From an optimization exercise on the open Yosys and OpenROAD flow, aimed at small area and a short achievable clock period; shortcuts taken in it are not production practice. Only simulation tests tie the RTL to the original design; equivalence was not proved. Power is estimated from default activity; no workload was simulated.

Design alu_top, start of the top module:
module alu_top  
#(parameter N=32)  
    (  
    input logic clk, reset,
    input logic[N-1:0]operand1, operand2,
    input logic[3:0] select,
    output logic[(2*N)-1:0] result
    );
    logic[(2*N)-1:0] alu_out; 
    alu #(.N(N)) alu_inst(
        .operand1(operand1),
        .operand2(operand2),
        .operation(select),
        .alu_out(alu_out)
        );  
    always@(posedge clk or posedge reset) begin
        if(reset == 1) begin
        result <= 0;
    end
    else begin
        result <= alu_out;
    end
  end
endmodule 
Size in the first run: about 9,300 cells after synthesis, roughly 130 I/O pins, ~57,000 µm² of cells after synthesis.
Settings: LEC_CHECK=0, ABC_AREA=1, CAP_MARGIN=70, CORE_MARGIN=2, CORE_UTILIZATION=40, SLEW_MARGIN=70; clock period 380.0 ns.
run.sh (not shown) runs the stock make flow with config.mk's settings and CLKGATE_MAP_FILE= SYNTH_SCRIPT=/design/flow/synth_recipe.tcl, a recipe that flattens the netlist after the stock synthesis.
Rerun with:
--- a/flow/design.v
+++ b/flow/design.v
@@ -8,17 +8,17 @@
   wire [31:0] a = operand1;
   wire [31:0] b = operand2;
   wire [3:0] op = operation;
   wire op_add = (op == 4'd0);
   wire op_sub = (op == 4'd1);
   wire op_mul = (op == 4'd2);
   wire op_div = (op == 4'd3) | (op == 4'd4);
   wire op_cmp = (op == 4'd14) | (op == 4'd15);
-  wire inv = op_sub | op_div | op_cmp;
+  wire inv = op_sub | op_div | op_cmp | (op == 4'd12) | (op == 4'd13);
   wire [31:0] bx = b ^ {32{inv}};
   wire [31:0] r0 = a & {32{~op_mul}};
   wire [31:0] bhz;
   assign bhz[0] = 1'b1;
   assign bhz[1] = bhz[0] & ~b[31];
   assign bhz[2] = bhz[1] & ~b[30];
   assign bhz[3] = bhz[2] & ~b[29];
   assign bhz[4] = bhz[3] & ~b[28];
@@ -5209,16 +5209,18 @@
   wire r0_P5030 = r0_t4882 & r0_P4986;
   wire r0_G5031 = r0_g4916 | (r0_t4884 & r0_G5003);
   wire r0_P5032 = r0_t4884 & r0_P5004;
   wire r0_G5033 = r0_g4918 | (r0_t4886 & r0_G4991);
   wire r0_P5034 = r0_t4886 & r0_P4992;
   wire r0_G5035 = r0_g4920 | (r0_t4888 & r0_G5005);
   wire r0_P5036 = r0_t4888 & r0_P5006;
   wire co0 = r0_G4983;
+  wire [31:0] t0 = {r0_t4889, r0_t4888, r0_t4887, r0_t4886, r0_t4885, r0_t4884, r0_t4883, r0_t4882, r0_t4881, r0_t4880, r0_t4879, r0_t4878, r0_t4877, r0_t4876, r0_t4875, r0_t4874, r0_t4873, r0_t4872, r0_t4871, r0_t4870, r0_t4869, r0_t4868, r0_t4867, r0_t4866, r0_t4865, r0_t4864, r0_t4863, r0_t4862, r0_t4861, r0_t4860, r0_t4859, r0_t4858};
+  wire [31:0] g0 = {r0_g4921, r0_g4920, r0_g4919, r0_g4918, r0_g4917, r0_g4916, r0_g4915, r0_g4914, r0_g4913, r0_g4912, r0_g4911, r0_g4910, r0_g4909, r0_g4908, r0_g4907, r0_g4906, r0_g4905, r0_g4904, r0_g4903, r0_g4902, r0_g4901, r0_g4900, r0_g4899, r0_g4898, r0_g4897, r0_g4896, r0_g4895, r0_g4894, r0_g4893, r0_g4892, r0_g4891, r0_g4890};
   wire sel0 = (co0 & dz[0]) | ma[0] | op_add | op_sub;
   assign q[0] = sel0;
   assign mc[0] = co0 & ma[0];
   wire E0_5037 = E1_4814 ^ (sel0 & co0);
   wire Ec0_5038 = E1_4814 & co0;
   wire E0_5039 = E1_4816 ^ (sel0 & Ec0_5038);
   wire Ec0_5040 = E1_4816 & Ec0_5038;
   wire E0_5041 = E1_4818 ^ (sel0 & Ec0_5040);
@@ -5335,29 +5337,30 @@
   wire UP5151 = UP5148 & ua_s1627;
   wire Ux5152 = E0_5049 & UP5151;
   wire U5153 = ua_s1628 ^ Ux5152;
   wire UP5154 = UP5151 & ua_s1628;
   wire Ux5155 = E0_5049 & UP5154;
   wire U5156 = ua_s1629 ^ Ux5155;
   wire UP5157 = UP5154 & ua_s1629;
   wire [31:0] uhi = {U5156, U5153, U5150, U5147, U5144, U5141, U5138, U5135, U5132, U5129, U5126, U5123, U5120, U5117, U5114, U5111, U5108, U5105, U5102, U5099, U5096, U5093, U5090, U5087, U5084, U5082, E0_5047, E0_5045, E0_5043, E0_5041, E0_5039, E0_5037};
-  wire eq = (a == b);
+  wire [31:0] xr = t0 & ~g0;
+  wire eq = &xr;
   wire lt = ~co0;
   wire gt = co0 & ~eq;
   always_comb begin
     case (op)
       4'd0:  alu_out = {31'b0, co0, rf};
       4'd1:  alu_out = {{32{~co0}}, rf};
       4'd2:  alu_out = {uhi, rf};
       4'd3:  alu_out = {32'b0, rf};
       4'd4:  alu_out = {32'b0, q};
-      4'd5:  alu_out = {32'b0, a & b};
-      4'd6:  alu_out = {32'b0, a | b};
-      4'd7:  alu_out = {32'b0, a ^ b};
+      4'd5:  alu_out = {32'b0, g0};
+      4'd6:  alu_out = {32'b0, t0};
+      4'd7:  alu_out = {32'b0, xr};
       4'd8:  alu_out = {63'b0, (|a) & (|b)};
       4'd9:  alu_out = {63'b0, (|a) | (|b)};
       4'd10: alu_out = {31'b0, a, 1'b0};
       4'd11: alu_out = {33'b0, a[31:1]};
       4'd12: alu_out = {63'b0, eq};
       4'd13: alu_out = {63'b0, ~eq};
       4'd14: alu_out = {63'b0, lt};
       default: alu_out = {63'b0, gt};
Effect: Via count decreases slightly. Final area fell slightly. Routed wire length goes up slightly. Final cell count goes down slightly. Count of clock-buffer cells in the layout climbs by 2. Sequential power shrinks by a little under a tenth. Clock power came out lower by roughly a tenth. Power grows slightly. Area after synthesis falls by a few percent.

-- what the ideal ports hide --
The flow's constraints put no driver on any port. The routed layouts listed below were extracted and timed again, unchanged, in two steps. Step 1 assumes that a clkbuf_16 drives the clock port and a buf_2 every other input. Step 2, shift: input delay + t, output delay - t, t = (earliest + latest rising clock arrival at the registers) / 2. This alone moves slack from input paths to output paths. a / b / c = no drivers / after step 1 / after step 2; a / b = the first two.
| run | t, ns | setup WS [ns] | worst setup path after step 2 | clock arrival spread, ns |
|---|---|---|---|---|
| the first run | 0.473 | 256.791 / 256.807 / 256.334 | input to register | 0.028 / 0.028 |
| the second run | 0.419 | 254.850 / 254.871 / 254.451 | input to register | 0.012 / 0.013 |
After both steps every run listed still meets setup and hold. The setup slack of the first run, which loses most, moves by +0.016 ns with the drivers and by -0.457 ns with both steps.
